Source: an optimization exercise on an open RTL-to-GDS flow (aim: small area). Production flows keep margins and buffers that such runs may drop. The RTL was checked by simulation tests, not by an equivalence proof against the original design. In run 6 the design's own scripts or RTL, not TritonCTS, make the clock network. The clock port is modelled as an ideal driver, which makes a skipped or thinned clock tree look cheaper than it is; a real chip needs a root buffer or a tree. Power and IR drop assume default switching activity.

$ cat run.sh
#!/bin/bash
# synth_recipe.tcl (not shown) runs the flow's synth.tcl, then flattens the netlist and writes it again
# the make line also repeats each setting of config.mk as NAME=value (left out here)
make -C /OpenROAD-flow-scripts/flow DESIGN_CONFIG=/design/flow/config.mk WORK_HOME=/design/flow/orfs CLKGATE_MAP_FILE= SYNTH_SCRIPT=/design/flow/synth_recipe.tcl finish
$ cat config.mk
export PLATFORM = sky130hd
export DESIGN_NAME = HighClockToLowClock
export DESIGN_NICKNAME = HighClockToLowClock
export VERILOG_FILES = /design/flow/design.v
export SDC_FILE = /design/flow/constraint.sdc
export NUM_CORES = 4
export LEC_CHECK = 0
export ABC_CLOCK_PERIOD_IN_PS = 80000
export CAP_MARGIN = 20
export CORE_MARGIN = 2
export CORE_UTILIZATION = 45
export SLEW_MARGIN = 20
$ cat constraint.sdc
create_clock -name core_clock -period 100.0 [get_ports {HighClock}]
set_input_delay 20.0000 -clock core_clock [delete_from_list [all_inputs] [get_ports {HighClock}]]
set_output_delay 20.0000 -clock core_clock [all_outputs]
set_load 0.01 [all_outputs]
$ cat design.v
module HighClockToLowClock(HighClock, resetn, HighFreq, LowFreq, LowClock);
	input HighClock;
	input resetn;
	input [31:0] HighFreq;
	input [31:0] LowFreq;
	output reg LowClock;
	reg  [31:0] rn;
	wire [32:0] c;
	wire [31:0] s;
	assign c[0] = 1'b0;
	genvar i;
	generate
		for (i = 0; i < 32; i = i + 1) begin : add
			assign s[i]   = rn[i] ^ LowFreq[i] ^ c[i];
			assign c[i+1] = (rn[i] & LowFreq[i]) | (rn[i] & c[i]) | (LowFreq[i] & c[i]);
		end
	endgenerate
	wire hit = c[32];
	wire load = hit | !resetn;
	always @(posedge HighClock)
		rn <= load ? ~HighFreq : s;
	always @(posedge HighClock or negedge resetn)
		if (!resetn)
			LowClock <= 1'b0;
		else if (hit)
			LowClock <= !LowClock;
endmodule
==> results.txt, run 1 <==
Run status:
- The flow ran to the end and the layout has no timing, DRC or antenna violations.

Die:
- The die covers 4390 um^2.
- The initialized floorplan defines 22 standard-cell rows.
- The core area is 3690 um^2.
- Measured along the y axis, the die boundary spans between 60 and 70 um.
- The initial cell density of the core is 47.3%.
- The overall die width is 66.2 um.
- 67 I/O pins were placed.

Worst setup path:
- The required time of the worst setup path is about 100 ns.
- The setup check on the worst reg-to-reg path leaves a slack of 86.24 ns.
- The arrival time of the worst setup path is between 30 and 40 ns.
- The number of cells on the critical path is 37.
- Among all stages on the critical path, the largest delay is contributed by sky130_fd_sc_hd__fa_1.
- STA classifies the critical path startpoint as an input pin.
- Together, buffers and inverters on the worst path number 3.
- The kind of end point of the critical path is a register.
- In this design, the stage delay of the slowest critical-path cell is 0.43 ns.
- The maximum fanout encountered on the critical timing path is 32.
- The depth of the worst register-to-register path is 36.
- The most frequent cell on the critical path is sky130_fd_sc_hd__fa_1.
- The worst register-to-register path begins at rn[0].
- The endpoint identified for the worst register-to-register timing path is rn[31].
- The most critical setup path has its endpoint at rn[31].
- The top cell family by delay on the critical path is adder cells.
- The origin of the worst setup path is LowFreq[0].
- The kind of critical path is in -> reg.

Clocking:
- The clock transition at the register clock pins on the worst setup and hold paths after CTS is 0.07 ns.
- The number of clock sinks is 33.
- The TritonCTS clock tree is yes.
- The clock latency reported for the late side of the worst-skew pair is 0.29 ns.
- The post-CTS setup buffer count is 0.
- After clock tree synthesis, the flow added hold-fix buffers numbering 0.
- The cell sitting at the root of the clock tree is a sky130_fd_sc_hd__clkbuf_8.
- The CTS H-tree depth is 2.
- No sink is reached through more buffers than the 2 on the longest clock path.
- Once the clock tree was built, the resizer swapped 0 gates to a different size.
- The TritonCTS buffer count is 5.

Drt:
- The number of vias after detailed routing is 1272.
- The post-route DRC violation count is 0.
- The post-detailed-route count of antenna-violating nets is 0.
- The number of vias per cell is 4.97.
- The routed length per instance is 14.9 um.
- The count of TritonRoute iterations in the first routing pass is 4.
- The detailed router finished its first iteration with 84 violations.
- The total length of routed wires is 3.82 mm.

Finish:
- The layout net count is between 300 and 400.
- The antenna diode count is 0.
- The number of filler cells placed in the layout is between 200 and 300.
- The post-synthesis to final-layout area growth is 41.9%.
- The share of layout cells above drive strength 1 is 4.33%.
- Measured on the finished design, the core utilization comes to 67.1%.
- With fillers left out, the area of the finished cells amounts to 2470 um^2.

Worst hold path:
- In this run the worst hold path is classified as reg -> reg.

STA:
- The final worst clock skew is 0.00569 ns.
- Setup violations remaining at the end of the flow were counted as 0.
- Across all setup checks in the final design, the least slack found is ~66 ns.
- The maximum clock frequency is 0.0297 GHz.
- The final count of pins violating max slew is 0.
- Setup repair after global routing left no endpoint under its margin.
- Dividing the final minimum period by the clock period gives 33.6%.
- The final critical-path required period is 33.63 ns.
- The hold violation total from the final report is 0.
- The headroom to the max-slew limit is 30.6%.
- The pin slew with the least headroom to its limit is just over 1 ns.
- The setup TNS is 0 ns.

Yosys:
- The number of unique standard cell types used by synthesis is 15.
- The largest area contributor in the netlist is sky130_fd_sc_hd__dfxtp_1.
- The synthesized design devotes to its leading area cell type 36.8% of total area.
- Counting every instance in the synthesized netlist gives about 140.
- The net count after synthesis is 241.
- In the post-synthesis netlist, the biggest area contributors are sky130_fd_sc_hd__dfxtp_1 37%, sky130_fd_sc_hd__fa_1 36%, sky130_fd_sc_hd__nand3_1 7.8%, sky130_fd_sc_hd__o21ai_0 6.6%, sky130_fd_sc_hd__buf_6 3.2%.
- The synthesized cell area is between 1500 and 2000 um^2.
- The number of synthesis warnings is 1.
- After synthesis the netlist holds a flip-flop and latch count of 33.
- Of the synthesized area, sequential elements account for a little under two fifths.
- Averaged over all synthesized cells, the footprint is 12.2 um^2.

Power:
- The internal cell power is 33.0 uW.
- The worst ir drop on vdd is 0.0149 mV.
- The analysis attributes to net switching a power of 17.1 uW.
- The power after layout is 50.2 uW.
- The switching portion of total power is 34.2%.
- The total power density per cell area is 20.3 nW/um^2.
- In this run the static leakage power is about 0.96 nW.
- The clock network burns between 10% and 20% of the power.
- The power share of the combinational group is about 41%.
- The share of total power in sequential cells is 39.8%.

Placement:
- At the placement stage, the worst setup path has a slack of 66.08 ns.
- The post-DP HPWL is approximately 2.9 mm.
- The cell area after placement is ~2400 um^2.
- At the end of routability-driven placement, the weighted congestion stood at 0.707.
- The number of buffer cells added on primary ports is 66.

Global route:
- The first global-routing pass estimated about 6.5 mm of wire.
- For this run, the total global-route usage over all layers was measured as 20.3%.
- The number of antenna violations at the first check in global routing was 0.
- Global routing finished with a remaining overflow of 0.
- The largest net degree at the start of global routing is 33.
- The number of global-route vias before repair was 1491.

Flow run:
- The number of maximum-capacitance violations is 0.
[layout make-up]
class	instances	area, um^2	share of cell area (%)
flip-flops and latches	33	666	26.9
clock buffers	6	72.6	2.93
well taps	48	60.1	2.43
multi-input cells	93	971	39.3
repair buffers	67	668	27.0
inverters	7	26.3	1.06
clock inverters	2	10.0	0.405
[worst register-to-register path, delay by kind of cell, from the launching register on]
family        cells  cell delay (ns)
buf+inv           2             0.39
fa+ha+maj        32            12.36
simple gates      1             0.43
flops             1             0.30
mux               1             0.24
[logic make-up after synthesis]
logic type | count (synthesis) | synth area share (%)
AO/OA/AOI/OAI | 27 | 7.75
XOR/XNOR | 1 | 0.503
adder cells (fa/ha/maj) | 32 | 36.3
buffers and inverters | 17 | 6.10
flip-flops | 33 | 38.2
multiplexers | 5 | 2.87
AND/OR/NAND/NOR | 28 | 8.26
[power groups by stage]
stage / clock network (mW) / registers (mW) / logic [mW]
floorplan: 0 / 0.0200 / 0.0141
global placement: 0 / 0.0201 / 0.0194
detailed placement: 0 / 0.0203 / 0.0209
CTS: 0.00978 / 0.0201 / 0.0212
global route: 0.0105 / 0.0205 / 0.0240
finish: 0.00957 / 0.0200 / 0.0207
[per-stage QoR]
stage,cells,hold slack (ns)
2_1_floorplan,143,0.499
3_3_place_gp,248,0.453
3_5_place_dp,248,0.457
4_1_cts,256,0.473
5_1_grt,256,0.497
6_report,256,0.463
[cell usage after synthesis]
master and count:
sky130_fd_sc_hd__fa_1 31, sky130_fd_sc_hd__and2_4 1, sky130_fd_sc_hd__nand3_1 27, sky130_fd_sc_hd__inv_1 7, sky130_fd_sc_hd__ha_1 1, sky130_fd_sc_hd__o21ai_1 4
sky130_fd_sc_hd__dfrtp_1 1, sky130_fd_sc_hd__o21ai_0 23, sky130_fd_sc_hd__xnor2_1 1, sky130_fd_sc_hd__buf_4 1, sky130_fd_sc_hd__mux2i_1 5, sky130_fd_sc_hd__buf_2 1
sky130_fd_sc_hd__dfxtp_1 32, sky130_fd_sc_hd__clkbuf_1 3, sky130_fd_sc_hd__buf_6 5
[worst min-delay path by stage]
stage / from / endpoint / slack (ns) / depth (start not counted)
after floorplan: LowClock / LowClock / 0.50 / 1
after global placement: LowClock / LowClock / 0.45 / 1
after detailed placement: LowClock / LowClock / 0.46 / 1
after CTS: LowClock / LowClock / 0.47 / 1
after global routing: LowClock / LowClock / 0.50 / 1
final: LowClock / LowClock / 0.46 / 1
[routing by layer]
metal / vias up / share of wire [%] / GRT usage [%]
li1: 600 / - / -
met1: 630 / 40 / 23.7
met2: 37 / 52 / 34.9
met3: 5 / 7.2 / 7.50
met4: 0 / 1.2 / 5.61
met5: - / 0 / 0
[state kept, by name (all words and copies together), names as in the netlist]
signal    flops
rn           32
LowClock      1
[placed cells by master (no fill, tap or decap)]
cell type                         instances
sky130_fd_sc_hd__mux2i_1                  5
sky130_fd_sc_hd__clkbuf_8                 5
sky130_fd_sc_hd__dfrtp_1                  1
sky130_fd_sc_hd__xnor2_1                  1
sky130_fd_sc_hd__dfxtp_1                 32
sky130_fd_sc_hd__nand3_1                 27
sky130_fd_sc_hd__o21ai_0                 23
sky130_fd_sc_hd__o21ai_1                  4
sky130_fd_sc_hd__clkinv_2                 2
sky130_fd_sc_hd__ha_1                     1
sky130_fd_sc_hd__and2_4                   1
sky130_fd_sc_hd__inv_1                    7
sky130_fd_sc_hd__clkdlybuf4s50_1         66
sky130_fd_sc_hd__clkbuf_1                 1
sky130_fd_sc_hd__buf_4                    1
sky130_fd_sc_hd__fa_1                    31
==> run 2, diff against run 1 <==
==> flow/run.sh (new file) <==
#!/bin/bash
# Standard ORFS layout, with the smallest buffer on every port and a
# smaller clock tree.
set -e
cp standard.sh standard_sh.log
export BUFFER_PORTS_ARGS="-buffer_cell sky130_fd_sc_hd__buf_1"
export CTS_ARGS="-sink_clustering_enable -repair_clock_nets -dont_use_dummy_load -root_buf sky130_fd_sc_hd__clkbuf_4 -buf_list sky130_fd_sc_hd__clkbuf_4"
bash standard.sh > standard.log 2>&1
==> standard.sh (new file) <==
#!/bin/bash
# synth_recipe.tcl (not shown) runs the flow's synth.tcl, then flattens the netlist and writes it again
# the make line also repeats each setting of config.mk as NAME=value (left out here)
make -C /OpenROAD-flow-scripts/flow DESIGN_CONFIG=/design/flow/config.mk WORK_HOME=/design/flow/orfs CLKGATE_MAP_FILE= SYNTH_SCRIPT=/design/flow/synth_recipe.tcl "${@:-finish}"
removed: run.sh
==> run 2 against run 1 <==
Effect of this change: total power down 12%; first-iteration DRC count down 26%; fmax up 1.5%; via count down 1.5%; critical endpoint is now rn[27]; highest routed layer unchanged.
==> results.txt, run 2 <==
Die:
- The core area was 3690 um^2 (unchanged).
- The overall die area was 4390 um^2 (unchanged).
- The top-level port count is 67 (unchanged).
- The initial cell density of the core was 47.3% (unchanged).
- The number of core rows is 22 (unchanged).
- The overall die width is 66.2 um (unchanged).
- The y dimension of the die is 66.2 um (unchanged).

Worst setup path:
- The arrival time of the worst setup path is 33.37 ns (-0.48 ns).
- STA classifies the critical path startpoint as an input pin.
- The most frequent cell on the critical path is sky130_fd_sc_hd__fa_1.
- The setup path with the least slack is of type in -> reg.
- The kind of end point of the critical path is a register.
- Among all stages on the critical path, the largest delay is contributed by sky130_fd_sc_hd__fa_1.
- The largest stage delay on the critical path is 0.42 ns (about the same).
- The maximum fanout encountered on the critical timing path is 32 (unchanged).
- The required time of the worst setup path is 100.24 ns (+0.02 ns).

Finish:
- The final cell utilization of the core was 54.9% (-12 points).
- The number of filler cells placed in the layout is 366 (+25%).
- Leaving out fill and tap cells, the most frequent cell in the layout is sky130_fd_sc_hd__buf_1.
- The top cell types in the final layout, fill and taps aside, are 66 x sky130_fd_sc_hd__buf_1, 32 x sky130_fd_sc_hd__dfxtp_1, 31 x sky130_fd_sc_hd__fa_1.
- The layout net count is 306 (+0.33%).
- The number of flip-flops under the largest register name came to 32 (unchanged).
- The register area is 666 um^2 (unchanged).
- The largest registers in the layout are rn x32, LowClock x1.
- The number of non-filler instances in the completed layout is 254 (-0.78%).
- The total area of multi-input combinational cells was 971 um^2 (unchanged).
- The post-synthesis to final-layout area growth is 16.1%.
- The share of layout cells above drive strength 1 is 3.88% (-0.44 points).
- The antenna diode count is 0 (unchanged).
- The register with the highest flop count is rn.

Clocking:
- TritonCTS built the clock tree.
- The number of hold-repair buffers added at the cts stage is 0 (unchanged).
- The TritonCTS buffer count is 5 (unchanged).
- The buffer depth of the longest clock path is 2 (unchanged).
- The master cell of the clock root buffer is sky130_fd_sc_hd__clkbuf_4.
- The post-CTS setup buffer count is 0 (unchanged).
- The number of clock sinks is 33 (unchanged).
- The clock transition at the register clock pins on the worst setup and hold paths after CTS was 0.10 ns (+0.03 ns).
- The clock latency reported for the late side of the worst-skew pair is 0.33 ns (+0.04 ns).
- The CTS H-tree depth is 2 (unchanged).
- The post-cts resize count is 0 (unchanged).

Yosys:
- The number of unique standard cell types used by synthesis was 15 (unchanged).
- The net count after synthesis is 241 (unchanged).
- The largest area contributor in the netlist is sky130_fd_sc_hd__dfxtp_1.
- Counting instances in the post-synthesis netlist gives the leading cell types as 32 x sky130_fd_sc_hd__dfxtp_1, 31 x sky130_fd_sc_hd__fa_1, 27 x sky130_fd_sc_hd__nand3_1.
- The dominant synthesized flop cell is sky130_fd_sc_hd__dfxtp_1.
- Sorting the synthesized cells by area gives the leading types as sky130_fd_sc_hd__dfxtp_1 37%, sky130_fd_sc_hd__fa_1 36%, sky130_fd_sc_hd__nand3_1 7.8%, sky130_fd_sc_hd__o21ai_0 6.6%, sky130_fd_sc_hd__buf_6 3.2%.
- The mean area per synthesized cell is 12.2 um^2 (unchanged).
- The share of flip-flops with an asynchronous set or reset is 3.03% (unchanged).
- The fraction of synthesized cell area taken by the top area cell type is 36.8% (unchanged).
- The synthesized cell area came to 1740 um^2 (unchanged).
- The most frequent cell after synthesis is sky130_fd_sc_hd__dfxtp_1.
- The sequential fraction of the synthesis area is 38.2% (unchanged).
- The number of synthesis warnings is 1 (unchanged).
- The number of instances in the synthesized netlist is 143 (unchanged).
- The count of state elements after synthesis is 33 (unchanged).
- The number of flops mapped to enable cells by yosys was 0 (unchanged).

STA:
- The hold violation total from the final report is 0 (unchanged).
- The maximum clock frequency was 0.0302 GHz (+1.5%).
- The final worst clock skew came to 0.0214 ns (+0.0157 ns).
- The headroom to the max-slew limit is 77.1% (+47 points).
- The post-layout worst setup margin is 66.87 ns (+0.493 ns).
- The final critical-path required period is 33.13 ns (-0.493 ns).
- The final count of pins violating max slew was 0 (unchanged).
- The setup TNS is 0 ns (unchanged).
- The final-report setup violation count is 0 (unchanged).
- The pin slew with the least headroom to its limit is 0.343 ns (-0.695 ns).
- The final cycle utilization of the critical path was 33.1% (-0.49 points).
- Setup repair after global routing left no endpoint under its margin.

Global route:
- The total global routing track utilization is 18.4% (-1.9 points).
- The leftover overflow at the end of global routing is 0 (unchanged).
- The number of global-route vias before repair is 1416 (-5.0%).
- The largest net degree at the start of global routing is 33 (unchanged).
- The number of antenna violations at the first check in global routing was 0 (unchanged).
- The global-route wire length before repair is 6.08 mm (-7.1%).

Flow run:
- The number of maximum-capacitance violations came to 0 (unchanged).

Power:
- The share of total power in sequential cells is 44.9% (+5.1 points).
- The internal cell power is 28.5 uW (-14%).
- The part of the power in the clock network is 13.9% (-5.2 points).
- The total power density per cell area is 21.9 nW/um^2 (+8.2%).
- The power share of the combinational group is 41.2% (about the same).
- The switching power of the nets came to 15.9 uW (-7.3%).
- The leakage power total is 0.766 nW (-20%).
- The switching portion of total power came to 35.8% (+1.6 points).
- The power after layout is 44.4 uW (-12%).
- The worst ir drop on vdd came to 0.0113 mV (-24%).

Placement:
- The routability congestion estimate from global placement is 0.731 (+3.4%).
- The post-DP HPWL was 2.62 mm (-8.8%).
- The post-placement setup slack was 66.59 ns (+0.506 ns).
- The number of buffer cells added on primary ports is 66 (unchanged).
- The placed instance count came to 249 (+0.40%).

Drt:
- The routed length per instance was 13.3 um (-11%).
- The number of vias per cell is 4.93 (-0.72%).
- The count of TritonRoute iterations in the first routing pass is 4 (unchanged).
- The violation count after the first detailed-routing iteration is 62 (-26%).
- The post-route DRC violation count was 0 (unchanged).
- The post-detailed-route count of antenna-violating nets is 0 (unchanged).
- The number of vias after detailed routing is 1253 (-1.5%).
- The total length of routed wires came to 3.37 mm (-12%).

Worst hold path:
- The classification of the worst-slack hold path is reg -> reg.

Run status:
- The run finished with no timing, DRC or antenna violations.
-- run 2: layout make-up --
type / count / area share [%]
tap: 48 / 2.97
inverter: 7 / 1.30
multi-input combinational: 93 / 48.0
timing repair buffer: 68 / 13.0
sequential: 33 / 32.9
clock buffer: 5 / 1.86
-- run 2: metal layers --
layer	share of wire [%]	global-route usage [%]	vias to the layer above
li1	-	-	600
met1	41	22.8	610
met2	51	31.0	39
met3	7.0	5.11	4
met4	1.1	6.12	0
met5	0	0	-
-- run 2: metrics by stage --
stage / hold WS [ns] / cell area [um^2]
after CTS: 0.473 / 2020
after global routing: 0.490 / 2020
after detailed placement: 0.455 / 1990
final: 0.475 / 2020
after floorplan: 0.499 / 1740
after global placement: 0.453 / 1990
-- run 2: path summary, 6_finish.rpt --
check                            from  cells after the start  endpoint  slack, ns
setup / recovery           LowFreq[0]                     37    rn[27]      66.87
hold reg to reg              LowClock                      1  LowClock       0.47
hold / removal               LowClock                      1  LowClock       0.47
max in group asynchronous      resetn                      2  LowClock      80.15
min in group asynchronous      resetn                      2  LowClock      19.63
setup reg to reg                rn[0]                     36    rn[27]      86.37
-- run 2: cells by family after synthesis --
| group | synth area share (%) |
|---|---|
| flops | 38.2 |
| mux | 2.87 |
| buf+inv | 6.10 |
| compound gates | 7.75 |
| simple gates | 8.26 |
| fa+ha+maj | 36.3 |
| xor+xnor | 0.503 |
-- run 2: worst max-delay path: cells and delay by family --
family | cells | cell delay, ns
mux | 1 | 0.24
fa+ha+maj | 32 | 12.25
buf+inv | 3 | 0.47
simple gates | 1 | 0.42
-- run 2: power groups by stage --
stage	Sequential (mW)	Combinational, mW	Clock (mW)
after floorplan	0.0200	0.0141	0
after global placement	0.0201	0.0175	0
after detailed placement	0.0203	0.0185	0
after CTS	0.0201	0.0187	0.00643
after global routing	0.0205	0.0223	0.00705
final	0.0199	0.0183	0.00619
==> run 3, diff against run 2 <==
--- a/config.mk
+++ b/config.mk
@@ -6,7 +6,7 @@
 export NUM_CORES = 4
 export LEC_CHECK = 0
 export ABC_CLOCK_PERIOD_IN_PS = 80000
-export CAP_MARGIN = 20
+export CAP_MARGIN = 0
 export CORE_MARGIN = 2
 export CORE_UTILIZATION = 45
-export SLEW_MARGIN = 20
+export SLEW_MARGIN = 0
==> run 3 against run 2 <==
Effect of this change: register-to-register slack about the same; core utilization unchanged; via count unchanged; synthesized cell count unchanged; global-route usage unchanged; clock power about the same.
==> results.txt, run 3 <==
Placement:
- The routability congestion estimate from global placement was 0.731 (unchanged).
- The number of buffer cells added on primary ports was 66 (unchanged).
- The post-placement setup slack was 66.59 ns (unchanged).
- The post-DP HPWL is 2.62 mm (unchanged).

Finish:
- More flip-flops sit in one register than any other, and that register is rn.
- The library cell used most frequently in the layout, excluding fill and tap cells, is sky130_fd_sc_hd__buf_1.
- The largest registers in the layout are rn x32, LowClock x1.
- Leaving out fill and tap cells, the most frequent cells in the layout are 66 x sky130_fd_sc_hd__buf_1, 32 x sky130_fd_sc_hd__dfxtp_1, 31 x sky130_fd_sc_hd__fa_1.
- The number of flip-flops under the largest register name is 32 (unchanged).
- The layout net count is 306 (unchanged).
- The register area is 666 um^2 (unchanged).
- The post-synthesis to final-layout area growth is 16.1% (unchanged).
- The share of layout cells above drive strength 1 came to 3.88% (unchanged).
- The total area of multi-input combinational cells is 971 um^2 (unchanged).
- The number of filler cells placed in the layout was 366 (unchanged).
- The antenna diode count was 0 (unchanged).

Yosys:
- The synthesized cell area is 1740 um^2 (unchanged).
- The most frequent cell after synthesis is sky130_fd_sc_hd__dfxtp_1.
- The dominant synthesized flop cell is sky130_fd_sc_hd__dfxtp_1.
- The sequential fraction of the synthesis area is 38.2% (unchanged).
- By count the netlist is led by 32 x sky130_fd_sc_hd__dfxtp_1, 31 x sky130_fd_sc_hd__fa_1, 27 x sky130_fd_sc_hd__nand3_1.
- The net count after synthesis is 241 (unchanged).
- The share of flip-flops with an asynchronous set or reset is 3.03% (unchanged).
- The largest area contributor in the netlist is sky130_fd_sc_hd__dfxtp_1.
- The mean area per synthesized cell was 12.2 um^2 (unchanged).
- The count of state elements after synthesis is 33 (unchanged).
- The number of flops mapped to enable cells by yosys is 0 (unchanged).
- In the post-synthesis netlist, the biggest area contributors are sky130_fd_sc_hd__dfxtp_1 37%, sky130_fd_sc_hd__fa_1 36%, sky130_fd_sc_hd__nand3_1 7.8%, sky130_fd_sc_hd__o21ai_0 6.6%, sky130_fd_sc_hd__buf_6 3.2%.
- The number of instances in the synthesized netlist is 143 (unchanged).
- The number of synthesis warnings is 1 (unchanged).
- The fraction of synthesized cell area taken by the top area cell type is 36.8% (unchanged).
- The number of unique standard cell types used by synthesis is 15 (unchanged).

Drt:
- The violation count after the first detailed-routing iteration is 62 (unchanged).
- The wire length on met3 is 235 um (unchanged).
- The number of vias per cell is 4.93 (unchanged).
- The total length of routed wires was 3.37 mm (unchanged).
- The count of TritonRoute iterations in the first routing pass is 4 (unchanged).
- The detailed-routed wire length on met2 was 1.71 mm (unchanged).
- The routed length per instance is 13.3 um (unchanged).
- The post-route DRC violation count is 0 (unchanged).
- The routed length on met1 is 1.39 mm (unchanged).
- The top metal layer carrying routed signals is met4.
- The number of vias after detailed routing was 1253 (unchanged).
- The post-detailed-route count of antenna-violating nets is 0 (unchanged).

Clocking:
- The number of clock sinks is 33 (unchanged).
- The CTS H-tree depth is 2 (unchanged).
- The clock transition at the register clock pins on the worst setup and hold paths after CTS is 0.10 ns (about the same).
- The post-CTS setup buffer count is 0 (unchanged).
- The master cell of the clock root buffer is sky130_fd_sc_hd__clkbuf_4.
- The clock latency reported for the late side of the worst-skew pair came to 0.33 ns (about the same).
- The TritonCTS buffer count is 5 (unchanged).
- The post-cts resize count is 0 (unchanged).
- The buffer depth of the longest clock path is 2 (unchanged).
- TritonCTS built the clock tree.
- The number of hold-repair buffers added at the cts stage was 0 (unchanged).

Global route:
- The total global routing track utilization is 18.4% (unchanged).
- The global-route wire length before repair is 6.08 mm (unchanged).
- The largest net degree at the start of global routing is 33 (unchanged).
- The leftover overflow at the end of global routing was 0 (unchanged).
- The number of global-route vias before repair is 1416 (unchanged).
- The number of antenna violations at the first check in global routing is 0 (unchanged).

Die:
- The y dimension of the die came to 66.2 um (unchanged).
- The overall die area is 4390 um^2 (unchanged).
- The number of core rows came to 22 (unchanged).
- The core area is 3690 um^2 (unchanged).
- The overall die width is 66.2 um (unchanged).
- The initial cell density of the core is 47.3% (unchanged).
- The top-level port count came to 67 (unchanged).

Worst setup path:
- The arrival time of the worst setup path is 33.37 ns (about the same).
- The required time of the worst setup path is 100.24 ns (about the same).
- The category of the worst setup path launch point is an input pin.
- The kind of end point of the critical path is a register.
- The slowest cell on the critical path is sky130_fd_sc_hd__fa_1.
- The most frequent cell on the critical path is sky130_fd_sc_hd__fa_1.
- The kind of critical path is in -> reg.
- The largest stage delay on the critical path is 0.42 ns (about the same).
- The maximum fanout encountered on the critical timing path is 32 (unchanged).

STA:
- Setup repair after global routing left no endpoint under its margin.
- The final worst clock skew is 0.0214 ns (unchanged).
- The final count of pins violating max slew was 0 (unchanged).
- The final critical-path required period is 33.13 ns (unchanged).
- The maximum clock frequency is 0.0302 GHz (unchanged).
- The final-report setup violation count is 0 (unchanged).
- The post-layout worst setup margin is 66.87 ns (unchanged).
- The pin slew with the least headroom to its limit is 0.343 ns (unchanged).
- The headroom to the max-slew limit is 77.1% (unchanged).
- The hold violation total from the final report is 0 (unchanged).
- The final cycle utilization of the critical path is 33.1% (unchanged).
- The setup TNS came to 0 ns (unchanged).

Power:
- The worst ir drop on vdd is 0.0113 mV (unchanged).
- The leakage power total came to 0.766 nW (unchanged).
- The total power density per cell area was 21.9 nW/um^2 (unchanged).

Worst hold path:
- In this run the worst hold path is classified as reg -> reg.

Run status:
- The run finished with no timing, DRC or antenna violations.

Flow run:
- The number of maximum-capacitance violations is 0 (unchanged).
-- run 3: worst paths after layout --
| kind | startpoint | to | slack [ns] | cells past startpoint |
|---|---|---|---|---|
| min | LowClock | LowClock | 0.47 | 1 |
| min reg2reg | LowClock | LowClock | 0.47 | 1 |
| max in group asynchronous | resetn | LowClock | 80.15 | 2 |
| max | LowFreq[0] | rn[27] | 66.87 | 37 |
| max reg2reg | rn[0] | rn[27] | 86.37 | 36 |
| min in group asynchronous | resetn | LowClock | 19.63 | 2 |
-- run 3: cell families after synthesis --
| logic type | after synthesis | synth area share, % |
|---|---|---|
| flip-flops | 33 | 38.2 |
| adder cells (fa/ha/maj) | 32 | 36.3 |
| AND/OR/NAND/NOR | 28 | 8.26 |
| AO/OA/AOI/OAI | 27 | 7.75 |
| buffers and inverters | 17 | 6.10 |
| multiplexers | 5 | 2.87 |
| XOR/XNOR | 1 | 0.503 |
-- run 3: through the flow --
stage / hold slack [ns] / cells / power [mW] / utilization (%) / cell area, um^2
global placement: 0.453 / 249 / 0.0376 / 53.8 / 1990
CTS: 0.473 / 254 / 0.0452 / 54.9 / 2020
floorplan: 0.499 / 143 / 0.0341 / - / 1740
finish: 0.475 / 254 / 0.0444 / 54.9 / 2020
global route: 0.490 / 254 / 0.0499 / 54.9 / 2020
detailed placement: 0.455 / 249 / 0.0389 / 53.8 / 1990
-- run 3: layout make-up --
cell class	count	area share (%)
Clock buffer	5	1.86
Inverter	7	1.30
Multi-Input combinational cell	93	48.0
Sequential cell	33	32.9
Tap cell	48	2.97
Timing Repair Buffer	68	13.0
-- run 3: where the power goes --
group          switching [mW]  internal (mW)
Sequential            0.00235         0.0176
Clock                 0.00384        0.00235
Combinational         0.00970        0.00858
-- run 3: layer usage --
metal / up-vias / GRT usage [%]
li1: 600 / -
met1: 610 / 22.8
met2: 39 / 31.0
met3: 4 / 5.11
met4: 0 / 6.12
met5: - / 0
-- run 3: critical path: cells and delay by family --
kind | cells | cell delay, ns
muxes | 1 | 0.24
and+or+nand+nor | 1 | 0.42
adders and majority gates | 32 | 12.25
buffers and inverters | 3 | 0.47
==> run 4, diff against run 3 <==
==> flow/run.sh (replaced) <==
#!/bin/bash
# Standard ORFS layout, with the smallest buffer on every port and a
# smaller clock tree.
set -e
cp standard.sh standard_sh.log
export BUFFER_PORTS_ARGS="-buffer_cell sky130_fd_sc_hd__buf_1"
export CTS_ARGS="-sink_clustering_enable -sink_clustering_size 50 -sink_clustering_max_diameter 500 -repair_clock_nets -dont_use_dummy_load -root_buf sky130_fd_sc_hd__clkbuf_4 -buf_list sky130_fd_sc_hd__clkbuf_4"
bash standard.sh > standard.log 2>&1
--- a/config.mk
+++ b/config.mk
@@ -6,7 +6,7 @@
 export NUM_CORES = 4
 export LEC_CHECK = 0
 export ABC_CLOCK_PERIOD_IN_PS = 80000
-export CAP_MARGIN = 0
+export CAP_MARGIN = 20
 export CORE_MARGIN = 2
 export CORE_UTILIZATION = 45
-export SLEW_MARGIN = 0
+export SLEW_MARGIN = 20
==> run 4 against run 3 <==
Effect of this change: global-route usage did not move; core utilization did not move; highest routed layer unchanged; worst setup slack did not move; via count did not move; first-iteration DRC count did not move.
==> results.txt, run 4 <==
Run status:
- The run finished with no timing, DRC or antenna violations.

Global route:
- The global-route wire length before repair is 6.08 mm (unchanged).
- The leftover overflow at the end of global routing is 0 (unchanged).
- The number of global-route vias before repair is 1416 (unchanged).
- The number of antenna violations at the first check in global routing is 0 (unchanged).
- The largest net degree at the start of global routing is 33 (unchanged).
- The total global routing track utilization is 18.4% (unchanged).

Worst setup path:
- The endpoint of the worst setup timing path is rn[27].
- The worst-case register-to-register setup slack was 86.37 ns (about the same).
- The top cell family by delay on the critical path is adder cells.
- The worst register-to-register path begins at rn[0].
- The origin of the worst setup path is LowFreq[0].
- The number of buffer and inverter instances along the worst setup path came to 3 (unchanged).
- The arrival time of the worst setup path is 33.37 ns (about the same).
- The largest stage delay on the critical path is 0.42 ns (about the same).
- The kind of critical path is in -> reg.
- The number of cells on the critical path is 37 (unchanged).
- The required time of the worst setup path came to 100.24 ns (about the same).
- The kind of end point of the critical path is a register.
- In this design, the critical path's most frequently occurring cell is sky130_fd_sc_hd__fa_1.
- The endpoint identified for the worst register-to-register timing path is rn[27].
- The maximum fanout encountered on the critical timing path is 32 (unchanged).
- The depth of the worst register-to-register path is 36 (unchanged).
- The slowest stage of the critical path belongs to the cell sky130_fd_sc_hd__fa_1.
- The worst setup path is launched from an input pin.

Finish:
- The number of filler cells placed in the layout is 366 (unchanged).
- The register area is 666 um^2 (unchanged).
- The post-synthesis to final-layout area growth is 16.1% (unchanged).
- Leaving out fill and tap cells, the most frequent cell in the layout is sky130_fd_sc_hd__buf_1.
- In the final layout, the registers with the most flip-flops are rn x32, LowClock x1.
- In the layout the commonest cells are 66 x sky130_fd_sc_hd__buf_1, 32 x sky130_fd_sc_hd__dfxtp_1, 31 x sky130_fd_sc_hd__fa_1.
- The total area of multi-input combinational cells came to 971 um^2 (unchanged).
- The finished layout cell area is 2020 um^2 (unchanged).
- The register with the highest flop count is rn.
- The antenna diode count was 0 (unchanged).
- The share of layout cells above drive strength 1 is 3.88% (unchanged).
- The number of flip-flops under the largest register name was 32 (unchanged).
- The layout net count came to 306 (unchanged).

Yosys:
- The number of flops mapped to enable cells by yosys was 0 (unchanged).
- The fraction of synthesized cell area taken by the top area cell type is 36.8% (unchanged).
- The mean area per synthesized cell is 12.2 um^2 (unchanged).
- The net count after synthesis is 241 (unchanged).
- The synthesized cell area is 1740 um^2 (unchanged).
- The dominant synthesized flop cell is sky130_fd_sc_hd__dfxtp_1.
- The share of flip-flops with an asynchronous set or reset is 3.03% (unchanged).
- The count of state elements after synthesis is 33 (unchanged).
- In the post-synthesis netlist, the cell with the most instances is sky130_fd_sc_hd__dfxtp_1.
- The sequential fraction of the synthesis area is 38.2% (unchanged).
- The number of synthesis warnings is 1 (unchanged).
- After synthesis, the most frequently instantiated cells are 32 x sky130_fd_sc_hd__dfxtp_1, 31 x sky130_fd_sc_hd__fa_1, 27 x sky130_fd_sc_hd__nand3_1.
- The number of unique standard cell types used by synthesis came to 15 (unchanged).
- The number of instances in the synthesized netlist came to 143 (unchanged).
- By area the synthesized netlist is led by sky130_fd_sc_hd__dfxtp_1 37%, sky130_fd_sc_hd__fa_1 36%, sky130_fd_sc_hd__nand3_1 7.8%, sky130_fd_sc_hd__o21ai_0 6.6%, sky130_fd_sc_hd__buf_6 3.2%.
- The largest area contributor in the netlist is sky130_fd_sc_hd__dfxtp_1.

Die:
- The number of core rows is 22 (unchanged).
- The core area is 3690 um^2 (unchanged).
- The overall die area is 4390 um^2 (unchanged).
- The initial cell density of the core is 47.3% (unchanged).
- The top-level port count is 67 (unchanged).
- The overall die width is 66.2 um (unchanged).
- The y dimension of the die was 66.2 um (unchanged).

Clocking:
- The post-CTS setup buffer count is 0 (unchanged).
- TritonCTS built the clock tree.
- The clock latency reported for the late side of the worst-skew pair is 0.33 ns (about the same).
- The post-cts resize count is 0 (unchanged).
- The buffer depth of the longest clock path was 2 (unchanged).
- CTS placed an instance of sky130_fd_sc_hd__clkbuf_4 at the clock tree root.
- The CTS H-tree depth is 2 (unchanged).
- The number of hold-repair buffers added at the cts stage is 0 (unchanged).
- The TritonCTS buffer count came to 5 (unchanged).
- The clock transition at the register clock pins on the worst setup and hold paths after CTS was 0.10 ns (about the same).
- The number of clock sinks was 33 (unchanged).

Drt:
- The post-route DRC violation count was 0 (unchanged).
- The routed length per instance is 13.3 um (unchanged).
- The number of vias after detailed routing is 1253 (unchanged).
- The post-detailed-route count of antenna-violating nets is 0 (unchanged).
- The total length of routed wires is 3.37 mm (unchanged).
- The violation count after the first detailed-routing iteration is 62 (unchanged).
- The number of vias per cell is 4.93 (unchanged).
- The count of TritonRoute iterations in the first routing pass is 4 (unchanged).

STA:
- The pin slew with the least headroom to its limit was 0.343 ns (unchanged).
- The final-report setup violation count is 0 (unchanged).
- Setup repair after global routing left no endpoint under its margin.
- The final count of pins violating max slew was 0 (unchanged).
- The setup TNS is 0 ns (unchanged).
- The final cycle utilization of the critical path was 33.1% (unchanged).
- The headroom to the max-slew limit is 77.1% (unchanged).
- The hold violation total from the final report is 0 (unchanged).
- The final critical-path required period is 33.13 ns (unchanged).
- The maximum clock frequency was 0.0302 GHz (unchanged).
- The final worst clock skew is 0.0214 ns (unchanged).

Power:
- The switching portion of total power is 35.8% (unchanged).
- The total power density per cell area is 21.9 nW/um^2 (unchanged).
- The part of the power in the clock network is 13.9% (about the same).
- The switching power of the nets is 15.9 uW (unchanged).
- The power share of the combinational group is 41.2% (about the same).
- The share of total power in sequential cells came to 44.9% (about the same).
- The worst ir drop on vdd came to 0.0113 mV (unchanged).
- The leakage power total is 0.766 nW (unchanged).
- The internal cell power is 28.5 uW (unchanged).

Worst hold path:
- In this run the worst hold path is classified as reg -> reg.

Placement:
- The routability congestion estimate from global placement is 0.731 (unchanged).
- The number of buffer cells added on primary ports is 66 (unchanged).
- The post-DP HPWL came to 2.62 mm (unchanged).
- The cell area after placement came to 1990 um^2 (unchanged).

Flow run:
- The number of maximum-capacitance violations is 0 (unchanged).
[run 4: layout make-up]
| type | count | share of cell area, % |
|---|---|---|
| clock buffer | 5 | 1.86 |
| tap | 48 | 2.97 |
| multi-input combinational | 93 | 48.0 |
| sequential | 33 | 32.9 |
| timing repair buffer | 68 | 13.0 |
| inverter | 7 | 1.30 |
[run 4: worst register-to-register path, delay by kind of cell, from the launching register on]
| kind | cells | cell delay (ns) |
|---|---|---|
| adders and majority gates | 32 | 12.24 |
| and+or+nand+nor | 1 | 0.43 |
| buffers and inverters | 2 | 0.38 |
| DFF | 1 | 0.31 |
| muxes | 1 | 0.24 |
[run 4: cell families (layout without fill, tap and decap cells)]
kind of cell,Yosys count,in the layout,share of synthesized area (%)
buffers and inverters,17,80,6.10
multiplexers,5,5,2.87
flip-flops,33,33,38.2
adder cells (fa/ha/maj),32,32,36.3
AND/OR/NAND/NOR,28,28,8.26
AO/OA/AOI/OAI,27,27,7.75
XOR/XNOR,1,1,0.503
[run 4: worst min-delay path by stage]
| stage | from | to | slack [ns] | depth (start not counted) |
|---|---|---|---|---|
| 4_1_cts | LowClock | LowClock | 0.47 | 1 |
| 5_1_grt | LowClock | LowClock | 0.49 | 1 |
| 6_report | LowClock | LowClock | 0.47 | 1 |
| 3_5_place_dp | LowClock | LowClock | 0.46 | 1 |
| 3_3_place_gp | LowClock | LowClock | 0.45 | 1 |
| 2_1_floorplan | LowClock | LowClock | 0.50 | 1 |
[run 4: metal layers]
metal  global-route usage, %  routed length, um
met1                    22.8               1390
met2                    31.0               1710
met3                    5.11                235
met4                    6.12                 36
met5                       0                  0
[run 4: through the flow]
step / total power, mW / util, % / instances / worst slack (ns) / hold slack (ns)
2_1_floorplan: 0.0341 / - / 143 / 67.56 / 0.499
3_3_place_gp: 0.0376 / 53.8 / 249 / 66.78 / 0.453
3_5_place_dp: 0.0389 / 53.8 / 249 / 66.59 / 0.455
4_1_cts: 0.0452 / 54.9 / 254 / 66.83 / 0.473
5_1_grt: 0.0499 / 54.9 / 254 / 66.32 / 0.490
6_report: 0.0444 / 54.9 / 254 / 66.87 / 0.475
[run 4: power groups by stage]
stage / combinational [mW] / clock (mW) / sequential [mW]
5_1_grt: 0.0223 / 0.00705 / 0.0205
3_5_place_dp: 0.0185 / 0 / 0.0203
4_1_cts: 0.0187 / 0.00643 / 0.0201
3_3_place_gp: 0.0175 / 0 / 0.0201
6_report: 0.0183 / 0.00619 / 0.0199
2_1_floorplan: 0.0141 / 0 / 0.0200
==> run 5, diff against run 4 <==
==> flow/run.sh (replaced) <==
#!/bin/bash
# Standard ORFS layout, with the smallest buffer on every port and a
# smaller clock tree.
set -e
cp standard.sh standard_sh.log
export BUFFER_PORTS_ARGS="-buffer_cell sky130_fd_sc_hd__buf_1"
export CTS_ARGS="-sink_clustering_enable -sink_clustering_size 50 -sink_clustering_max_diameter 500 -repair_clock_nets -dont_use_dummy_load -root_buf sky130_fd_sc_hd__clkbuf_8 -buf_list sky130_fd_sc_hd__clkbuf_8"
bash standard.sh > standard.log 2>&1
==> run 5 against run 4 <==
Effect of this change: combinational power barely moved; non-clock buffer count stayed put; first-iteration DRC count is 26% lower; core utilization grew 0.85 points; routed wire length shrank 0.86%; synthesized area stayed put.
==> results.txt, run 5 <==
Power:
- The switching power of the nets is 16.1 uW (+1.2%).
- The power share of the combinational group is 39.1% (-2.1 points).
- The total power density per cell area is 22.8 nW/um^2 (+3.7%).
- The internal cell power was 30.7 uW (+7.6%).
- The leakage power total was 0.779 nW (+1.7%).
- The power after layout is 46.8 uW (+5.3%).
- The worst ir drop on vdd is 0.00981 mV (-13%).
- The part of the power in the clock network came to 18.2% (+4.3 points).
- The share of total power in sequential cells is 42.7% (-2.2 points).
- The switching portion of total power is 34.4% (-1.4 points).

Die:
- The overall die width is 66.2 um (unchanged).
- The number of core rows is 22 (unchanged).
- The overall die area came to 4390 um^2 (unchanged).
- The y dimension of the die is 66.2 um (unchanged).
- The initial cell density of the core is 47.3% (unchanged).
- The top-level port count is 67 (unchanged).
- The core area is 3690 um^2 (unchanged).

Clocking:
- The post-CTS setup buffer count is 0 (unchanged).
- The CTS H-tree depth was 2 (unchanged).
- The clock transition at the register clock pins on the worst setup and hold paths after CTS is 0.06 ns (-0.04 ns).
- The TritonCTS buffer count is 5 (unchanged).
- The clock latency reported for the late side of the worst-skew pair was 0.28 ns (-0.05 ns).
- The number of clock sinks is 33 (unchanged).
- The post-cts resize count is 0 (unchanged).
- The buffer depth of the longest clock path is 2 (unchanged).
- The number of hold-repair buffers added at the cts stage is 0 (unchanged).
- The master cell of the clock root buffer is sky130_fd_sc_hd__clkbuf_8.
- The TritonCTS clock tree is yes.

STA:
- The final cycle utilization of the critical path was 33.2% (+0.034 points).
- The pin slew with the least headroom to its limit came to 0.341 ns (-0.00198 ns).
- The headroom to the max-slew limit is 77.3% (+0.13 points).
- The final worst clock skew is 0.0129 ns (-0.00850 ns).
- Setup repair after global routing left no endpoint under its margin.
- The setup TNS is 0 ns (unchanged).
- The final count of pins violating max slew was 0 (unchanged).
- The maximum clock frequency is 0.0302 GHz (-0.10%).
- The final-report setup violation count is 0 (unchanged).
- The final critical-path required period is 33.17 ns (+0.0341 ns).
- The post-layout worst setup margin is 66.83 ns (-0.0341 ns).
- The hold violation total from the final report came to 0 (unchanged).

Worst hold path:
- The classification of the worst-slack hold path is reg -> reg.

Yosys:
- The number of instances in the synthesized netlist is 143 (unchanged).
- The number of unique standard cell types used by synthesis came to 15 (unchanged).
- The number of synthesis warnings is 1 (unchanged).
- The most used flip-flop cell after synthesis is sky130_fd_sc_hd__dfxtp_1.
- The fraction of synthesized cell area taken by the top area cell type is 36.8% (unchanged).
- The mean area per synthesized cell is 12.2 um^2 (unchanged).
- Sorting the synthesized cells by area gives the leading types as sky130_fd_sc_hd__dfxtp_1 37%, sky130_fd_sc_hd__fa_1 36%, sky130_fd_sc_hd__nand3_1 7.8%, sky130_fd_sc_hd__o21ai_0 6.6%, sky130_fd_sc_hd__buf_6 3.2%.
- The number of flops mapped to enable cells by yosys came to 0 (unchanged).
- The biggest area contributor in the post-synthesis netlist is sky130_fd_sc_hd__dfxtp_1.
- The net count after synthesis came to 241 (unchanged).
- The synthesized cell area is 1740 um^2 (unchanged).
- The count of state elements after synthesis was 33 (unchanged).
- Sorting the synthesized cells by how often they occur yields 32 x sky130_fd_sc_hd__dfxtp_1, 31 x sky130_fd_sc_hd__fa_1, 27 x sky130_fd_sc_hd__nand3_1.
- Among all cell types in the netlist, the one instantiated most often is sky130_fd_sc_hd__dfxtp_1.
- The share of flip-flops with an asynchronous set or reset is 3.03% (unchanged).
- The sequential fraction of the synthesis area is 38.2% (unchanged).

Worst setup path:
- The required time of the worst setup path came to 100.20 ns (-0.04 ns).
- The arrival time of the worst setup path is 33.37 ns (about the same).
- The worst setup path is of the in -> reg kind.
- The category of the worst setup path launch point is an input pin.
- The largest stage delay on the critical path is 0.42 ns (about the same).
- The worst-case register-to-register setup slack came to 86.38 ns (about the same).
- The kind of end point of the critical path is a register.
- The maximum fanout encountered on the critical timing path is 32 (unchanged).
- The slowest cell on the critical path is sky130_fd_sc_hd__fa_1.
- Counting stages on the worst path, the most repeated cell is sky130_fd_sc_hd__fa_1.

Placement:
- The post-placement setup slack is 66.59 ns (unchanged).
- The post-DP HPWL is 2.62 mm (unchanged).
- The routability congestion estimate from global placement is 0.731 (unchanged).
- The number of buffer cells added on primary ports came to 66 (unchanged).
- The cell area after placement came to 1990 um^2 (unchanged).

Finish:
- The final cell utilization of the core is 55.7% (+0.85 points).
- The antenna diode count is 0 (unchanged).
- The largest registers in the layout are rn x32, LowClock x1.
- The finished layout cell area is 2050 um^2 (+1.5%).
- The layout net count is 306 (unchanged).
- The post-synthesis to final-layout area growth is 17.9%.
- In the layout the commonest cells are 66 x sky130_fd_sc_hd__buf_1, 32 x sky130_fd_sc_hd__dfxtp_1, 31 x sky130_fd_sc_hd__fa_1.
- The library cell used most frequently in the layout, excluding fill and tap cells, is sky130_fd_sc_hd__buf_1.
- The share of layout cells above drive strength 1 is 3.88% (unchanged).
- The register with the highest flop count is rn.
- The number of flip-flops under the largest register name came to 32 (unchanged).

Global route:
- The number of global-route vias before repair is 1421 (+0.35%).
- The number of antenna violations at the first check in global routing was 0 (unchanged).
- The leftover overflow at the end of global routing is 0 (unchanged).
- The total global routing track utilization came to 18.7% (+0.29 points).
- The global-route wire length before repair is 6.08 mm (unchanged).
- The largest net degree at the start of global routing is 33 (unchanged).

Drt:
- The number of vias per cell was 4.93 (about the same).
- The post-route DRC violation count is 0 (unchanged).
- The count of TritonRoute iterations in the first routing pass is 4 (unchanged).
- The number of vias after detailed routing is 1252 (-0.080%).
- The violation count after the first detailed-routing iteration was 46 (-26%).
- The total length of routed wires is 3.34 mm (-0.86%).
- The routed length per instance is 13.2 um (-0.86%).
- The post-detailed-route count of antenna-violating nets came to 0 (unchanged).

Flow run:
- The number of maximum-capacitance violations is 0 (unchanged).

Run status:
- The flow ran to the end and the layout has no timing, DRC or antenna violations.
-- run 5: final cells by class --
| cell class | count | area [um^2] |
|---|---|---|
| Timing Repair Buffer | 68 | 263 |
| Tap cell | 48 | 60.1 |
| Inverter | 7 | 26.3 |
| Clock buffer | 5 | 68.8 |
| Fill cell | 361 | 1630 |
| Sequential cell | 33 | 666 |
| Multi-Input combinational cell | 93 | 971 |
-- run 5: logic make-up after synthesis --
| logic type | share of synthesized area [%] |
|---|---|
| DFF | 38.2 |
| adders and majority gates | 36.3 |
| and+or+nand+nor | 8.26 |
| AOI/OAI and AO/OA | 7.75 |
| buffers and inverters | 6.10 |
| muxes | 2.87 |
| xor gates and xnor gates | 0.503 |
-- run 5: stage by stage --
step,cells,hold WS (ns)
floorplan,143,0.499
global placement,249,0.453
detailed placement,249,0.455
CTS,254,0.468
global route,254,0.484
finish,254,0.467
-- run 5: critical path: cells and delay by family --
kind | cells | cell delay [ns]
buf+inv | 3 | 0.47
mux | 1 | 0.23
fa+ha+maj | 32 | 12.26
simple gates | 1 | 0.42
-- run 5: metal layers --
layer | wire (um) | track usage, % | vias up | part of all wire [%]
met4 | 62 | 8.42 | 0 | 1.9
met5 | 0 | 0 | - | 0
met2 | 1690 | 31.0 | 39 | 50
li1 | - | - | 600 | -
met3 | 236 | 5.11 | 8 | 7.1
met1 | 1360 | 22.7 | 605 | 41
-- run 5: worst paths after layout --
check	cells past startpoint	to	start
max	37	rn[27]	LowFreq[0]
min reg2reg	1	LowClock	LowClock
min in group asynchronous	2	LowClock	resetn
max reg2reg	36	rn[27]	rn[0]
max in group asynchronous	2	LowClock	resetn
min	1	LowClock	LowClock
-- run 5: power by group through the flow --
stage               Combinational (mW)  Sequential [mW]  Clock, mW
global route                    0.0223           0.0206    0.00950
global placement                0.0175           0.0201          0
CTS                             0.0187           0.0201    0.00889
detailed placement              0.0185           0.0203          0
finish                          0.0183           0.0200    0.00852
floorplan                       0.0141           0.0200          0
==> run 6, diff against run 5 <==
==> flow/run.sh (replaced) <==
#!/bin/bash
# Standard ORFS layout with two changes: every port gets the smallest
# buffer (buf_1), and the clock tree is one clkbuf_8 placed at the centre of
# the flip-flops (see cts_one_buffer.tcl), instead of an H-tree.
set -e
here=$(pwd)
export BUFFER_PORTS_ARGS="-buffer_cell sky130_fd_sc_hd__buf_1"
export CLK_BUF_CELL=sky130_fd_sc_hd__clkbuf_16
export PRE_CTS_TCL="$here/flow/cts_one_buffer.tcl"
bash standard.sh > standard.log 2>&1
==> flow/cts_one_buffer.tcl (new file) <==
# Clock tree of a single buffer: HighClock drives one clock buffer, which
# drives every clock sink. Runs before ORFS's CTS step, which is then skipped.
set clk_buf_cell $::env(CLK_BUF_CELL)
set block [ord::get_db_block]
set clk_net [$block findNet HighClock]
set master [[ord::get_db] findMaster $clk_buf_cell]
set buf_inst [odb::dbInst_create $block $master clkbuf_root]
set leaf_net [odb::dbNet_create $block clknet_leaf]
$leaf_net setSigType CLOCK
set sx 0
set sy 0
set n 0
foreach iterm [$clk_net getITerms] {
  set inst [$iterm getInst]
  set loc [$inst getLocation]
  set sx [expr {$sx + [lindex $loc 0]}]
  set sy [expr {$sy + [lindex $loc 1]}]
  incr n
  $iterm disconnect
  $iterm connect $leaf_net
}
[$buf_inst findITerm A] connect $clk_net
[$buf_inst findITerm X] connect $leaf_net
$buf_inst setLocation [expr {$sx / $n}] [expr {$sy / $n}]
$buf_inst setPlacementStatus PLACED
puts "cts_one_buffer: $clk_buf_cell drives $n clock sinks"

proc clock_tree_synthesis { args } {
  puts "clock_tree_synthesis skipped: the clock tree was built by cts_one_buffer.tcl"
}
==> run 6 against run 5 <==
Effect of this change: sequential power barely moved; sequential share of layout area rose by 0.71 points; synthesized cell count did not move; critical endpoint unchanged; critical path type unchanged; hold slack improved by 0.0034 ns; total power fell by 7.4%; still clean on timing, DRC and antenna.
==> results.txt, run 6 <==
Die:
- The overall die width is 66.2 um (unchanged).
- The initial cell density of the core is 47.3% (unchanged).
- The top-level port count came to 67 (unchanged).
- The number of core rows is 22 (unchanged).
- The y dimension of the die is 66.2 um (unchanged).
- The core area came to 3690 um^2 (unchanged).
- The overall die area came to 4390 um^2 (unchanged).

Yosys:
- The number of unique standard cell types used by synthesis was 15 (unchanged).
- The sequential fraction of the synthesis area is 38.2% (unchanged).
- In the synthesized netlist the dominant register cell turns out to be sky130_fd_sc_hd__dfxtp_1.
- The number of flops mapped to enable cells by yosys is 0 (unchanged).
- In the post-synthesis netlist, the biggest area contributors are sky130_fd_sc_hd__dfxtp_1 37%, sky130_fd_sc_hd__fa_1 36%, sky130_fd_sc_hd__nand3_1 7.8%, sky130_fd_sc_hd__o21ai_0 6.6%, sky130_fd_sc_hd__buf_6 3.2%.
- The synthesized cell area is 1740 um^2 (unchanged).
- The fraction of synthesized cell area taken by the top area cell type is 36.8% (unchanged).
- The number of instances in the synthesized netlist is 143 (unchanged).
- By count the netlist is led by 32 x sky130_fd_sc_hd__dfxtp_1, 31 x sky130_fd_sc_hd__fa_1, 27 x sky130_fd_sc_hd__nand3_1.
- The mean area per synthesized cell was 12.2 um^2 (unchanged).
- Yosys instantiated no cell more often than sky130_fd_sc_hd__dfxtp_1.
- The count of state elements after synthesis came to 33 (unchanged).
- The number of synthesis warnings is 1 (unchanged).
- The share of flip-flops with an asynchronous set or reset is 3.03% (unchanged).
- The largest area contributor in the netlist is sky130_fd_sc_hd__dfxtp_1.
- The net count after synthesis is 241 (unchanged).

STA:
- Setup repair after global routing left no endpoint under its margin.
- The setup TNS was 0 ns (unchanged).
- The final worst clock skew is 0.00386 ns (-0.00901 ns).
- The final critical-path required period is 33.24 ns (+0.0687 ns).
- The final cycle utilization of the critical path came to 33.2% (+0.069 points).
- The pin slew with the least headroom to its limit is 0.338 ns (-0.00301 ns).
- The minimum hold slack is 0.471 ns (+0.00339 ns).
- The final count of pins violating max slew is 0 (unchanged).
- The post-layout worst setup margin is 66.76 ns (-0.0687 ns).
- The hold violation total from the final report was 0 (unchanged).
- The final-report setup violation count came to 0 (unchanged).
- The headroom to the max-slew limit is 77.5% (+0.20 points).
- The maximum clock frequency is 0.0301 GHz (-0.21%).

Placement:
- The post-DP HPWL was 2.62 mm (unchanged).
- The placed instance count was 249 (unchanged).
- The cell area after placement is 1990 um^2 (unchanged).
- The number of buffer cells added on primary ports is 66 (unchanged).
- The routability congestion estimate from global placement is 0.731 (unchanged).
- The post-placement setup slack is 66.59 ns (unchanged).

Power:
- The leakage power total was 0.755 nW (-3.0%).
- The total power density per cell area is 21.5 nW/um^2 (-5.4%).
- The worst ir drop on vdd is 0.0123 mV (+25%).
- The power after layout was 43.3 uW (-7.4%).

Clocking:
- The clock latency reported for the late side of the worst-skew pair is 0.18 ns (-0.10 ns).
- The clock transition at the register clock pins on the worst setup and hold paths after CTS was 0.12 ns (+0.06 ns).
- The post-cts resize count is 0 (unchanged).
- The number of hold-repair buffers added at the cts stage is 0 (unchanged).
- The post-CTS setup buffer count is 0 (unchanged).

Worst setup path:
- The most frequent cell on the critical path is sky130_fd_sc_hd__fa_1.
- The critical path is of the in -> reg type.
- The number of buffer and inverter instances along the worst setup path is 3 (unchanged).
- The category of the worst setup path launch point is an input pin.
- The arrival time of the worst setup path is 33.35 ns (-0.02 ns).
- The required time of the worst setup path is 100.11 ns (-0.09 ns).
- The top cell family by delay on the critical path is adder cells.
- The slowest stage of the critical path is the sky130_fd_sc_hd__fa_1 cell.
- The kind of end point of the critical path is a register.
- The largest stage delay on the critical path is 0.43 ns (about the same).
- The maximum fanout encountered on the critical timing path came to 32 (unchanged).
- The worst-case register-to-register setup slack is 86.38 ns (about the same).

Drt:
- The number of vias after detailed routing is 1227 (-2.0%).
- The post-route DRC violation count was 0 (unchanged).
- The number of vias per cell is 4.91 (-0.43%).
- The count of TritonRoute iterations in the first routing pass was 3 (-1).
- The total length of routed wires is 3.29 mm (-1.7%).
- The routed length per instance is 13.1 um (-0.16%).
- The violation count after the first detailed-routing iteration is 50 (+8.7%).
- The post-detailed-route count of antenna-violating nets is 0 (unchanged).

Finish:
- Relative to the synthesized area, the layout overhead comes to 15.4%.
- The final cell utilization of the core is 54.5% (-1.2 points).
- The layout net count came to 302 (-1.3%).
- The finished layout cell area is 2010 um^2 (-2.1%).
- The share of layout cells above drive strength 1 was 1.98% (-1.9 points).
- The library cells used most frequently in the layout, excluding fill and tap cells, are 66 x sky130_fd_sc_hd__buf_1, 32 x sky130_fd_sc_hd__dfxtp_1, 31 x sky130_fd_sc_hd__fa_1.
- Leaving out fill and tap cells, the most frequent cell in the layout is sky130_fd_sc_hd__buf_1.
- The largest registers in the layout are rn x32, LowClock x1.
- The number of filler cells placed in the layout came to 366 (+1.4%).
- The number of flip-flops under the largest register name is 32 (unchanged).
- The antenna diode count is 0 (unchanged).
- The register with the highest flop count is rn.
- The number of non-filler instances in the completed layout is 250 (-1.6%).

Global route:
- The largest net degree at the start of global routing is 34 (+3.0%).
- The number of global-route vias before repair came to 1363 (-4.1%).
- The total global routing track utilization is 17.0% (-1.7 points).
- The leftover overflow at the end of global routing is 0 (unchanged).
- The number of antenna violations at the first check in global routing was 0 (unchanged).
- The global-route wire length before repair is 5.98 mm (-1.7%).

Run status:
- The flow ran to the end and the layout has no timing, DRC or antenna violations.

Flow run:
- The number of maximum-capacitance violations is 0 (unchanged).

Worst hold path:
- The classification of the worst-slack hold path is reg -> reg.
## run 6: cell counts after synthesis
No cell type changed its count.
## run 6: kinds of logic (layout without fill, tap and decap cells)
| family | count (synthesis) | in the layout | synth area share [%] |
|---|---|---|---|
| AO/OA/AOI/OAI | 27 | 27 | 7.75 |
| flip-flops | 33 | 33 | 38.2 |
| adder cells (fa/ha/maj) | 32 | 32 | 36.3 |
| buffers and inverters | 17 | 76 | 6.10 |
| AND/OR/NAND/NOR | 28 | 28 | 8.26 |
| multiplexers | 5 | 5 | 2.87 |
| XOR/XNOR | 1 | 1 | 0.503 |
## run 6: routing by layer
layer / up-vias / global-route usage [%] / share of wire [%]
li1: 591 / - / -
met1: 600 / 23.1 / 42
met2: 34 / 31.0 / 51
met3: 2 / 1.53 / 6.3
met4: 0 / 0.765 / 0.52
met5: - / 0 / 0
## run 6: where the power goes
group	switching (mW)	internal, mW
Sequential	0.00233	0.0176
Clock	0.00331	0.00188
Combinational	0.00965	0.00855
Total	0.0153	0.0280
## run 6: final cells by class
| cell class | instances | area (um^2) | share of cell area, % |
|---|---|---|---|
| Tap cell | 48 | 60.1 | 2.99 |
| Sequential cell | 33 | 666 | 33.1 |
| Timing Repair Buffer | 68 | 263 | 13.1 |
| Inverter | 7 | 26.3 | 1.31 |
| Multi-Input combinational cell | 93 | 971 | 48.3 |
| Buffer | 1 | 25.0 | 1.24 |
## run 6: path summary, 6_finish.rpt
kind,cells past startpoint,to,start
max,37,rn[27],LowFreq[0]
min,1,LowClock,LowClock
max reg2reg,36,rn[27],rn[0]
min reg2reg,1,LowClock,LowClock
max in group asynchronous,2,LowClock,resetn
min in group asynchronous,2,LowClock,resetn

## what the ideal ports hide
Ports are ideal in the flow. The routed layouts listed here were re-timed in OpenROAD. Step 1: set_driving_cell puts a clkbuf_16 on HighClock and a buf_2 on each other input, an assumption about the parent block. Step 2 moves the port delays by t, midway between the first and last clock arrival at a register: inputs arrive t later, outputs are due t later. That takes back most of the time a late clock gives input paths. a / b / c = no drivers / after step 1 / after step 2; a / b = the first two.
run | t, ns | slack for setup (ns) | worst hold slack (ns) | worst setup path at the end
run 1 | 0.312 | 66.374 / 66.378 / 66.066 | 0.463 / 0.463 / 0.463 | input to register
run 2 | 0.338 | 66.867 / 66.868 / 66.530 | 0.475 / 0.475 / 0.475 | input to register
run 3 | 0.338 | 66.867 / 66.868 / 66.530 | 0.475 / 0.475 / 0.475 | input to register
run 4 | 0.338 | 66.867 / 66.868 / 66.530 | 0.475 / 0.475 / 0.475 | input to register
run 5 | 0.297 | 66.832 / 66.835 / 66.538 | 0.467 / 0.467 / 0.467 | input to register
run 6 | 0.204 | 66.764 / 66.772 / 66.568 | 0.471 / 0.471 / 0.471 | input to register
After both steps setup and hold are still met in every run listed.
